This is an optimization exercise on Yosys and OpenROAD, whose aim is small area and a short achievable clock period, not a production implementation. In this exercise RTL edits were held to simulation tests only and were not proved equivalent to the original. Power and IR drop assume default switching activity.

// div_signed
module div_signed(clock, clken, numer, denom, quotient, remain);
   input clock;
   input clken;
   input [31:0] numer;
   input [31:0] denom;
   output [31:0] quotient;
   output [31:0] remain;
   reg [31:0] quotient;
   reg [31:0] remain;
   function [32:0] ks_carry;
      input [31:0] gi;
      input [31:0] pi;
      reg [32:0] g, p;
      integer i, k;
      begin
         g = {gi, 1'b1};
         p = {pi, 1'b1};
         for (k = 1; k < 33; k = k * 2)
           for (i = 32; i >= 0; i = i - 1)
             if ((i / k) % 2 == 1) begin
                g[i] = g[i] | (p[i] & g[(i / k) * k - 1]);
                p[i] = p[i] & p[(i / k) * k - 1];
             end
         ks_carry = g;
      end
   endfunction
   reg [31:0] n0;
   reg [31:0] d0;
   always @(posedge clock)
     if (clken) begin
        n0 <= numer;
        d0 <= denom;
     end
   wire [31:0] an = n0[31] ? (~n0 + 32'd1) : n0;
   wire [31:0] ad = d0[31] ? (~d0 + 32'd1) : d0;
   wire        nmin = n0 == 32'h80000000;
   wire        dz   = d0 == 32'd0;
   wire        d1s  = (d0 == 32'd1) | (d0 == 32'hffffffff);
  ...
Size: ~9,800 cells after synthesis, ~2,700 flip-flops, about 110,000 µm² of cells after synthesis.
clock: 5.5 ns
lec_check: 0
cap_margin: 20
core_margin: 2
core_utilization: 40
cts_buf_list: sky130_fd_sc_hd__clkbuf_8
cts_cluster_size: 30
place_density: 0.75
setup_slack_margin: 2.6
slew_margin: 20
standard.sh (not shown) runs the stock make flow with config.mk's settings and CLKGATE_MAP_FILE= SYNTH_SCRIPT=/design/flow/synth_recipe.tcl, a recipe that flattens the netlist after the stock synthesis.
==> flow/flow/run.sh <==
#!/bin/bash
# Own layout flow: the standard flow (standard.sh), with one change in
# synthesis: the combinational logic is mapped by ABC with a delay-driven
# script (flow/abc_map.script) instead of ORFS's default speed script, and no
# half/full adder cells are extracted before ABC, so that ABC sees the whole
# adder logic.  Registers are mapped exactly as in the standard synthesis.
set -euo pipefail
here=$(pwd)
flowdir=$(cd "$(dirname "${BASH_SOURCE[0]}")" && pwd)

# a copy of ORFS's scripts with the ABC script replaced
rm -rf "$here/scripts"
cp -r "$FLOW_HOME/scripts" "$here/scripts"
cp "$flowdir/abc_map.script" "$here/scripts/abc_speed.script"

# standard.sh with the changed scripts folder and no adder-cell map
sed -e "s|^make -C \(.*\) DESIGN_CONFIG=|make -C \1 SCRIPTS_DIR=$here/scripts ADDER_MAP_FILE= DESIGN_CONFIG=|" \
    "$here/standard.sh" > "$here/own_standard.sh"
grep -q "SCRIPTS_DIR=$here/scripts" "$here/own_standard.sh"

bash "$here/own_standard.sh" > "$here/make.log" 2>&1
==> flow/flow/abc_map.script <==
strash
dch
map -D 2000
buffer -c
topo
stime -c
upsize -c
dnsize -c
The first run ran to the end with no violations.
==> next run, changes <==
==> flow/flow/abc_map.script (replaced) <==
strash
dch
map -D 1500
buffer -c
topo
stime -c
upsize -c
dnsize -c
What happened: Sequential power barely changes. Routed wire length goes down by 7.7%. Total power goes down by 1.3%. Register-to-register slack is better by 0.22 ns. Design area goes down by 2.1%. Clock power is about the same. First-iteration DRC count goes down by 7.1%. Cell count goes down by 1.7%. Count of clock-buffer cells in the layout goes down by 9. Core utilization goes down by 0.99 points.
==> next run, changes <==
--- a/flow/config.mk
+++ b/flow/config.mk
@@ -13,3 +13,3 @@
 export PLACE_DENSITY = 0.75
-export SETUP_SLACK_MARGIN = 2.6
+export SETUP_SLACK_MARGIN = 2.5
 export SLEW_MARGIN = 20
After rerunning: The new run passed the timing, design-rule and antenna checks; power decreases by 0.49%; core utilization went down by 0.23 points; worst setup slack loses 0.068 ns; combinational power is lower by 3.0%.
==> next run, changes <==
--- a/flow/config.mk
+++ b/flow/config.mk
@@ -9,3 +9,3 @@
 export CORE_MARGIN = 2
-export CORE_UTILIZATION = 40
+export CORE_UTILIZATION = 50
 export CTS_BUF_LIST = sky130_fd_sc_hd__clkbuf_8
@@ -13,3 +13,3 @@
 export PLACE_DENSITY = 0.75
-export SETUP_SLACK_MARGIN = 2.5
+export SETUP_SLACK_MARGIN = 2.6
 export SLEW_MARGIN = 20
Result:
- area after synthesis does not change
- core utilization is higher by 12 points
- non-clock buffer count climbs by 66

## separate check: timing with driven ports
The results above use ideal ports. As a check the final layouts listed here were re-extracted and re-timed, cells and wires unchanged. Step 1, drivers: a clkbuf_16 drives clock and a buf_2 each remaining input, both assumed. Step 2 adds t to the input delays and takes it off the output delays; t is the mean of the earliest and latest rising clock arrival at the registers after step 1. Input paths then give back, and output paths get back, about the clock's delay inside the block. a / b / c = ideal / step 1 / step 2; a / b = the first two.
| run | t (ns) | setup WS [ns] | hold slack, ns |
|---|---|---|---|
| the first run | 1.067 | 2.443 / 2.443 / 1.918 | 0.357 / 0.357 / 0.357 |
| the second run | 1.022 | 2.664 / 2.659 / 1.740 | 0.385 / 0.385 / 0.385 |
| the third run | 1.022 | 2.596 / 2.509 / 1.717 | 0.385 / 0.385 / 0.385 |
| the fourth run | 1.121 | 2.564 / 2.564 / 1.707 | 0.363 / 0.363 / 0.363 |
After both steps every run listed still meets setup and hold. For the second run, which loses most, drivers alone change the setup slack by -0.005 ns; drivers and shift together by -0.924 ns.
